Background: an optimization exercise with open tools, aiming at small area. Do not read the settings as production practice. The RTL was checked by simulation tests, not by an equivalence proof against the original design.

==> design/flow/config.mk <==
export PLATFORM = sky130hd
export DESIGN_NAME = manager
export DESIGN_NICKNAME = manager
export VERILOG_FILES = /design/flow/design.v
export SDC_FILE = /design/flow/constraint.sdc
export NUM_CORES = 4
export LEC_CHECK = 0
export CAP_MARGIN = 20
export CORE_MARGIN = 2
export CORE_UTILIZATION = 40
export SLEW_MARGIN = 20
==> design/flow/constraint.sdc <==
create_clock -name core_clock -period 120.0 [get_ports {clk}]
set_input_delay 24.0000 -clock core_clock [delete_from_list [all_inputs] [get_ports {clk}]]
set_output_delay 24.0000 -clock core_clock [all_outputs]
set_load 0.01 [all_outputs]
==> design/flow/design.v <==
`timescale 1ns / 1ps
module change(
input clk,
input [9:0] n,
output reg[7:0]s1,
output reg[7:0]s2,
output reg[7:0]s3
    );
parameter zero = 8'b11000000;  
parameter one = 8'b11111001;   
parameter two = 8'b10100100;   
parameter three = 8'b10110000; 
parameter four = 8'b10011001;  
parameter five = 8'b10010010;  
parameter six = 8'b10000010;   
parameter seven = 8'b11111000; 
parameter eight = 8'b10000000; 
parameter nine = 8'b10010000;  
always@(posedge clk)begin
    case(n/100)
         0: s1<=zero;
         1: s1<=one;
         2: s1<=two;
         3: s1<=three;
         4: s1<=four;
         5: s1<=five;
         6: s1<=six;
         7: s1<=seven;
         8: s1<=eight;
         9: s1<=nine;
    endcase
    case((n-(n/100)*100)/10)
         0: s2<=zero;
         1: s2<=one;
         2: s2<=two;
         3: s2<=three;
         4: s2<=four;
         5: s2<=five;
         6: s2<=six;
         7: s2<=seven;
         8: s2<=eight;
         9: s2<=nine;
    endcase
    case(n-(n/100)*100-((n-(n/100)*100)/10)*10)
         0: s3<=zero;
         1: s3<=one;
         2: s3<=two;
         3: s3<=three;
         4: s3<=four;
         5: s3<=five;
         6: s3<=six;
         7: s3<=seven;
         8: s3<=eight;
         9: s3<=nine;
        endcase
end
endmodule
`timescale 1ns / 1ps
module turn(
input clk,rst,sw,
input [0:0]next,
input [3:0]n,  
output [9:0] num, 
output reg signed [31:0] n1,
output reg signed [31:0] n2,
output reg signed [31:0] n3,
output reg[7:0] show1,
output reg[7:0]show2,
output reg[7:0]show3
    );
reg [2:0]state,next_state;
parameter zero = 8'b11000000;  
parameter one = 8'b11111001;   
parameter two = 8'b10100100;   
parameter three = 8'b10110000; 
parameter four = 8'b10011001;  
parameter five = 8'b10010010;  
parameter six = 8'b10000010;   
parameter seven = 8'b11111000; 
parameter eight = 8'b10000000; 
parameter nine = 8'b10010000;  
parameter none=8'b11110111;
parameter start=3'b000;
parameter bai=3'b000;
parameter shi=3'b010;
parameter ge=3'b011;
reg [0:0]o;
reg flag1;
reg flag2;
reg e;
always@(posedge clk)
 if(n==12)e<=1'b1;
 else e<=1'b0;
wire [0:0]flag_out;
assign flag_out = (!flag2) && flag1;
always@(posedge clk)begin
	if(rst==1)begin
		flag1 <= 1'b0;
		flag2 <= 1'b0;
	end
	else begin
		flag1 <= e;
		flag2 <= flag1 ;
	end
end
always@(posedge clk)
    if(rst)begin   
        state<=bai;
    end
    else
    if(flag_out&&sw)
              state<=next_state;
always@(posedge clk)
    if(rst) next_state<=bai;
    else
    if(sw)
    case(state)
        bai:
            next_state<=shi;
        shi:
            next_state<=ge;
        ge:
            next_state<=bai;
    endcase
assign
 num=100*n1+10*n2+n3;
always@(posedge clk)
        if(rst)
        begin 
                n1<=0;
                n2<=0;
                n3<=0;
        end
        else if(sw)begin
        case(state)
                    bai:if(n<=9)n1<=n;
                    shi:if(n<=9)n2<=n;
                    ge:if(n<=9)n3<=n;
                endcase
        end       
always@(posedge clk)
    if(rst)
    begin    
        show1<=none;
        show2<=none;
        show3<=none;
    end
    else if(sw)
    begin
        case(n1)
            0: show1<=zero;
            1: show1<=one;
            2: show1<=two;
            3: show1<=three;
            4: show1<=four;
            5: show1<=five;
            6: show1<=six;
            7: show1<=seven;
            8: show1<=eight;
            9: show1<=nine;
        endcase
        case(n2)
            0: show2<=zero;
            1: show2<=one;
            2: show2<=two;
            3: show2<=three;
            4: show2<=four;
            5: show2<=five;
            6: show2<=six;
            7: show2<=seven;
            8: show2<=eight;
            9: show2<=nine;
        endcase
        case(n3)
            0: show3<=zero;
            1: show3<=one;
            2: show3<=two;
            3: show3<=three;
            4: show3<=four;
            5: show3<=five;
            6: show3<=six;
            7: show3<=seven;
            8: show3<=eight;
            9: show3<=nine;
               endcase
    end  
endmodule
`timescale 1ns / 1ps
module manager(
input clk,rst,rstk,sw,
input [0:0]next,
input [3:0]n,
input [2:0]mode,
input [9:0]moneyget,
input [9:0]timeget,
input swm,
input [0:0]nextt,
output reg[9:0]initial_money,
output reg [9:0]per_money,
output reg[9:0]num_of_park,
output reg[9:0]initial_vipmoney,
output reg [9:0]averagetime,
output reg[63:0]show
    );  
    reg nextti;
integer sumofcar;
reg [9:0]totaltime; 
reg [9:0]totalmoney;  
parameter set=3'b000;   
parameter ok=3'b001; 
parameter fail=3'b010;
parameter simoney=3'b011; 
parameter spmoney=3'b100; 
parameter snopark=3'b101;
parameter svmoney=3'b110;
parameter satime=3'b111;
parameter set_initial_money=3'b001;  
parameter set_per_money=3'b010;  
parameter set_initial_vipmoney=3'b011;  
parameter empty_park=3'b100;  
parameter set_park=3'b101;  
parameter show_money=3'b110;   
parameter zero = 8'b11000000;  
parameter one = 8'b11111001;   
parameter two = 8'b10100100;   
parameter three = 8'b10110000;
parameter four = 8'b10011001;  
parameter five = 8'b10010010;  
parameter six = 8'b10000010;   
parameter seven = 8'b11111000; 
parameter eight = 8'b10000000; 
parameter nine = 8'b10010000;  
parameter _A = 8'b10001000;    
parameter _B = 8'b10000011;    
parameter _C = 8'b11000110;    
parameter _D = 8'b10100001;    
parameter _E = 8'b10000110;    
parameter _F = 8'b10001110;    
parameter _G = 8'b11000010;    
parameter _H = 8'b10001001;    
parameter _I = 8'b11110000;    
parameter _J = 8'b11110001;    
parameter _K = 8'b10001010;    
parameter _L = 8'b11000111;    
parameter _M = 8'b11001000;    
parameter _N = 8'b10101011;    
parameter _O = 8'b10100011;    
parameter _P = 8'b10001100;    
parameter _Q = 8'b10011000;    
parameter _R = 8'b11001110;    
parameter _S = 8'b10110110;    
parameter _T = 8'b10000111;    
parameter _U = 8'b11000001;    
parameter _V = 8'b11100011;   
parameter _W = 8'b10000001;    
parameter _X = 8'b10011011;    
parameter _Y = 8'b10010001;    
parameter _Z = 8'b10100101;    
reg swt;
wire [9:0]num;
wire [3:0]n1t;
wire [3:0]n2t;
wire [3:0]n3t;
wire [7:0]show1t;
wire [7:0]show2t;
wire [7:0]show3t;
reg [2:0]state;
reg [2:0]next_state;
wire[7:0]im1;
wire[7:0]im2;
wire[7:0]im3;
wire[7:0]pm1;
wire[7:0]pm2;
wire[7:0]pm3;
wire[7:0]vim1;
wire[7:0]vim2;
wire[7:0]vim3;
wire[7:0]np1;
wire[7:0]np2;
wire[7:0]np3;
wire[7:0]at1;
wire[7:0]at2;
wire[7:0]at3;
turn t(.clk(clk),.rst(rstk),.sw(swt),.next(nextt),.n(n),.num(num),.n1(n1t),.n2(n2t),.n3(n3t),.show1(show1t),.show2(show2t),.show3(show3t));
change im(.clk(clk),.n(initial_money),.s1(im1),.s2(im2),.s3(im3));
change pm(.clk(clk),.n(per_money),.s1(pm1),.s2(pm2),.s3(pm3));
change vim(.clk(clk),.n(initial_vipmoney),.s1(vim1),.s2(vim2),.s3(vim3));
change np(.clk(clk),.n(num_of_park),.s1(np1),.s2(np2),.s3(np3));
change at(.clk(clk),.n(averagetime),.s1(at1),.s2(at2),.s3(at3));
reg e;
reg flag1;
reg flag2;
wire [0:0]flag_out;
always@(posedge clk)
 if(n==10)e<=1'b1;
 else e<=1'b0;
assign flag_out = (!flag2) && flag1;
always@(posedge clk)begin
	if(rst==1)begin
		flag1 <= 1'b0;
		flag2 <= 1'b0;
	end
	else begin
		flag1 <= e;
		flag2 <= flag1 ;
	end
end
reg flag11;
reg flag22;
wire [0:0]flag_out1;
assign flag_out1 = (!flag22) && flag11;
always@(posedge clk)begin
	if(rst==1)begin
		flag11 <= 1'b0;
		flag22 <= 1'b0;
	end
	else begin
		flag11 <= next;
		flag22 <= flag11 ;
	end
end
always@(posedge clk)    
      if(rst)
         begin
       if(mode==show_money)
            begin
               state<=simoney;
            end
            else begin 
              state<=set;
            end
       end
      else begin
         if(flag_out)begin
            state<=next_state;          
         end
      end
always@(posedge clk)
  if(rst)begin
  initial_money<=9;
          per_money<=5;        
          initial_vipmoney<=8;
          swt<=1'b1;
          num_of_park<=8;
          show<={8'b11111111,_M,_A,_N,_A,_G,_E,_R};    
end
  else 
  if(sw)begin    if(state==ok||state==fail)begin case(state)
   ok:
                                               show<={8'b11111111,_S,_U,_C,_C,_E,_S,_S};
                                           fail:
                                               show<={24'b11111111_11111111_11111111,_E,_R,_R,_O,_R};
                                               endcase
  end
  else if(sw)
                     case(mode)
                         set_initial_money:begin
                             show<={one,32'b11111111_11111111_11111111_11111111,show1t,show2t,show3t};
                             if(next&&num<20)
                             initial_money<=num;
                         end
                         set_per_money:begin
                             show<={two,32'b11111111_11111111_11111111_11111111,show1t,show2t,show3t}; 
                             if(next&&num<20)
                             per_money<=num;
                         end  
                         set_initial_vipmoney:begin
                             show<={three,32'b11111111_11111111_11111111_11111111,show1t,show2t,show3t}; 
                             if(next&&num<20)
                             initial_vipmoney<=num;
                         end
                         empty_park:
                             show<={four,16'b11111111_11111111,_E,_M,_P,_T,_Y}; 
                         set_park:begin
                             show<={five,32'b11111111_11111111_11111111_11111111,show1t,show2t,show3t};
                             if(next&&num<20)
                             num_of_park<=num;
                             end
                         show_money:
                               case(state)
                                          simoney:
                                              show<={one,one,one,16'b11111111_11111111,im1,im2,im3};
                                          spmoney:
                                              show<={two,two,two,16'b11111111_11111111,pm1,pm2,pm3}; 
                                          snopark:
                                              show<={three,three,three,16'b11111111_11111111,np1,np2,np3};
                                          svmoney:
                                              show<={four,four,four,16'b11111111_11111111,vim1,vim2,vim3};
                                          satime: 
                                              show<={seven,seven,seven,16'b11111111_11111111,at1,at2,at3};
                                          default:
                                          show<={one,one,one,16'b11111111_11111111,im1,im2,im3};
                                              endcase
                     endcase    
end
always@(posedge clk)      
    if(rst) next_state<=set;
    else
    begin
                   if(state==ok||state==fail)begin
                   next_state<=set;
                   end
                   else
                        case(mode)
                            set_initial_money:
                             if(num<20)
                                   next_state<=ok;
                                   else  next_state<=fail;
                            set_per_money:
                          if(num<20)
                                   next_state<=ok;
                              else  next_state<=fail;
                            set_initial_vipmoney:
                              if(num<20)
                                   next_state<=ok;
                                   else  next_state<=fail;
                            set_park:
                              if(num<20)
                                   next_state<=ok;
                                 else  next_state<=fail;
                            empty_park:
                                 next_state<=ok;
                            show_money:
                            case(state)
                            simoney:
                                 next_state<=spmoney;
                            spmoney:
                                 next_state<=snopark;
                            snopark:
                                 next_state<=svmoney;
                            svmoney:
                                 next_state<=satime;
                            default:
                                 next_state<= simoney;
                             endcase
                        endcase
                    end
always@(posedge clk)
  if(rst)begin
      totaltime<=0;
      totalmoney<=0;
      sumofcar<=0;
      averagetime<=0;
  end
  else if(swm)begin
      totaltime<=totaltime+timeget;
      totalmoney<=totalmoney+moneyget;
      sumofcar<=sumofcar+1;
      averagetime<=(sumofcar==0) ? 10'd0 : totaltime/sumofcar;
  end
endmodule
==> design/flow/run.sh <==
#!/bin/bash
# synth_recipe.tcl (not shown) runs the flow's synth.tcl, then flattens the netlist and writes it again
# the make line also repeats each setting of config.mk as NAME=value (left out here)
make -C /OpenROAD-flow-scripts/flow DESIGN_CONFIG=/design/flow/config.mk WORK_HOME=/design/flow/orfs CLKGATE_MAP_FILE= SYNTH_SCRIPT=/design/flow/synth_recipe.tcl finish
==> reports/metrics.cfg <==
[outcome]
status = timing/DRC/antenna clean

[min_path]
holdPathStages = 1
hold_path_end = t.flag1
min-delay-start = t.e
hold_path.class = reg -> reg

[timing]
fin_tns_setup_ps = 0
worst_pin_slew_ps = 1229
period_needed_ps = 92570
grt_setup_unrepaired = false
slew_headroom = 0.1597
fin_worst_skew_ps = 41.78
finalHoldViolCount = 0
setup_viol_count_final = 0
timing.hold.ws_ps = 437.8
fmax_mhz = 10.80
finalMaxSlewViolations = 0
layout_worst_path_cycle_share = 0.7714

[critical_path]
startpoint_type = flop
required_ps = 120420
arrival_ps = 92990
cp_common_cell = o21a_1
r2r_cells = 373
r2r_setup_slack_ps = 27430
critPathKind = reg -> reg
rr_endpoint = averagetime[0]
crit_slowest_cell = a211oi_2
cp_slowest_stage_delay_ps = 710
end_kind = flop
r2r_start = sumofcar[13]
cp_max_fo = 50

[routing]
drc = 0
routedWlPerCell_um = 18.93
dr.first_iter.drc_count = 5511
vias = 69085
detail-route-antenna-nets = 0
drt_wl_total_um = 218000
dr.pass1.iters = 9
via_per_inst = 6.001

[grt]
overflow = 0
grt_pass1_wl_um = 344700
grt_max_degree = 77
first_global_vias = 64373
grtUsageTotal = 0.2392
antenna_found_initial = 4

[layout]
drive_above_1_share = 0.05941
nNetsFinal = 10455
num-fill-cells = 17227
seq_area_um2 = 6947
area_growth_pct = 7.191
multiInputGateArea_um2 = 58620

[floorplan]
die_height_um = 417.6
die_x_um = 417.6
start_util = 0.4033
io-pin-count = 148
rows = 151
core_um2 = 169700
die_area_um2 = 174400

[clock_network]
htreeDepth = 2
cts-resized-gates = 0
clock-root-buffer = clkbuf_16
cts_tree = done
clock_path_buffers = 3
clkLatencyLatePin_ps = 610
cts-buffers-inserted = 37
cts.sinks = 293
cts_hold_buf = 0
post_cts_buffers = 0
clk_pin_slew_ps = 70

[yosys]
ys_warn_count = 6
synth_cell_types = 148
netlist_instances = 9250
netlist.area_leader.share = 0.2077
syn_area_um2 = 68430
ys_async_sr_fraction = 0
synth_edf_count = 108
synth_area_leaders = ha_1, dfxtp_1, nor2_1
synth_top_cell_by_area = ha_1
synthFlopType = dfxtp_1
yosysSeqAreaShare = 0.1015
avgSynthCellArea_um2 = 7.398
synth_seq_cells = 293

[place]
gp_congestion = 0.9584
hpwl_um = 175700
port_buffers = 127

[flow_run]
max-cap-violations = 0

[synthesized netlist by cell type, drive strengths merged, types with 32 or more instances]
master,number
a21oi,671
a22oi,36
a21boi,64
inv,486
a211o,52
or3,102
mux2,138
nor3,399
o21bai,97
ha,1136
o21a,288
a21o,210
or2,84
nand2,763
clkbuf,236
nand4,68
nand3,217
o31a,35
edfxtp,108
nor2,966
o21ai,562
o22ai,34
mux2i,117
nor2b,124
and3,72
o211ai,77
a2111oi,41
buf,85
a31oi,117
and2,98
o31ai,86
xnor2,399
nand2b,120
a221oi,32
o2111ai,35
dfxtp,185
xor2,209
a211oi,85
nor4,88
[per-stage QoR]
stage          setup slack, ps  instance area (um2)    util  std cells
2_1_floorplan            42340                68720       -       9328
3_3_place_gp             30850                72150  0.4252      11443
3_5_place_dp             29150                72150  0.4253      11443
4_1_cts                  28740                73330  0.4322      11510
5_1_grt                  20020                73350  0.4323      11513
6_report                 27430                73350  0.4323      11513
[final cells by class]
| class | instances | share of cell area |
|---|---|---|
| Multi-Input combinational cell | 8215 | 0.7991 |
| Clock buffer | 42 | 0.01302 |
| Inverter | 499 | 0.02560 |
| Clock inverter | 25 | 0.002985 |
| Timing Repair Buffer | 218 | 0.02661 |
| Tap cell | 2218 | 0.03783 |
| Antenna cell | 3 | 0.0001023 |
| Sequential cell | 293 | 0.09471 |
[state kept, by name, indices dropped and copies added (netlist names), 10 cells and up]
name,count
show,47
sumofcar,32
averagetime,10
initial_money,10
initial_vipmoney,10
num_of_park,10
per_money,10
totaltime,10
[layer usage]
layer  vias up  track usage  wire length [um]
met1     32531       0.3195             99400
li1      34425            -                 -
met3       309      0.01965             10410
met5         -            0                13
met2      1818       0.3953             98470
met4         2      0.09961              9670
[worst max-delay path: cells and delay by family (launching register included)]
family                   cells  cell delay (ps)
AO/OA/AOI/OAI              266            64090
AND/OR/NAND/NOR             50            10650
adder cells (fa/ha/maj)     31             9640
buffers and inverters       20             5010
multiplexers                 6             2280
flip-flops                   1              340
[how the worst max path moves through the flow]
stage / from / end / slack [ps]
CTS: sumofcar[13] / averagetime[0] / 28740
global placement: sumofcar[13] / averagetime[0] / 30850
finish: sumofcar[13] / averagetime[0] / 27430
detailed placement: sumofcar[13] / averagetime[0] / 29150
global route: sumofcar[13] / averagetime[0] / 20020
floorplan: sumofcar[0] / averagetime[0] / 42340
[cell families (layout without fill, tap and decap cells)]
| logic type | after synthesis | after routing | synth area share |
|---|---|---|---|
| other cells | 2 | 83 | 0.0001097 |
| buf+inv | 820 | 784 | 0.04769 |
| fa+ha+maj | 1172 | 1172 | 0.2161 |
| compound gates | 2870 | 2870 | 0.2850 |
| mux | 276 | 276 | 0.04697 |
| xor+xnor | 609 | 609 | 0.07908 |
| simple gates | 3208 | 3208 | 0.2235 |
| flops | 293 | 293 | 0.1015 |
[cells in the final DEF, fill, tap and decap left out, types with 112 or more instances in the layout]
cell type	n
nand2_1	760
inv_1	460
dfxtp_1	185
xnor2_1	396
o21a_1	287
nor2_1	963
nor2b_1	123
a31oi_1	112
nand3_1	215
clkdlybuf4s50_1	126
a21o_1	210
ha_1	1136
a21oi_1	665
o21ai_0	522
xor2_1	205
mux2i_1	115
nand2b_1	119
mux2_2	137
nor3_1	392

==> afterwards: timing with drivers on the ports <==
Ports are ideal in the flow. The routed layout listed here was re-timed in OpenROAD.
Step 1: set_driving_cell puts a clkbuf_16 on clk and a buf_2 on each other input, an assumption about the parent block.
Step 2 also shifts input and output timing later by t, the mid clock arrival at the registers, as if the neighbouring blocks saw the same clock.
Three values: ideal ports, drivers, drivers and shift; two values: the first two.
t, ns: 0.649
setup slack, ns: 27.427 / 27.427 / 27.427
worst setup path at the end: register to register
cell pins on the clock port's net: 1
After both steps this run still meets setup and hold. For this run, drivers alone change the setup slack by 0.000 ns; drivers and shift together by 0.000 ns.
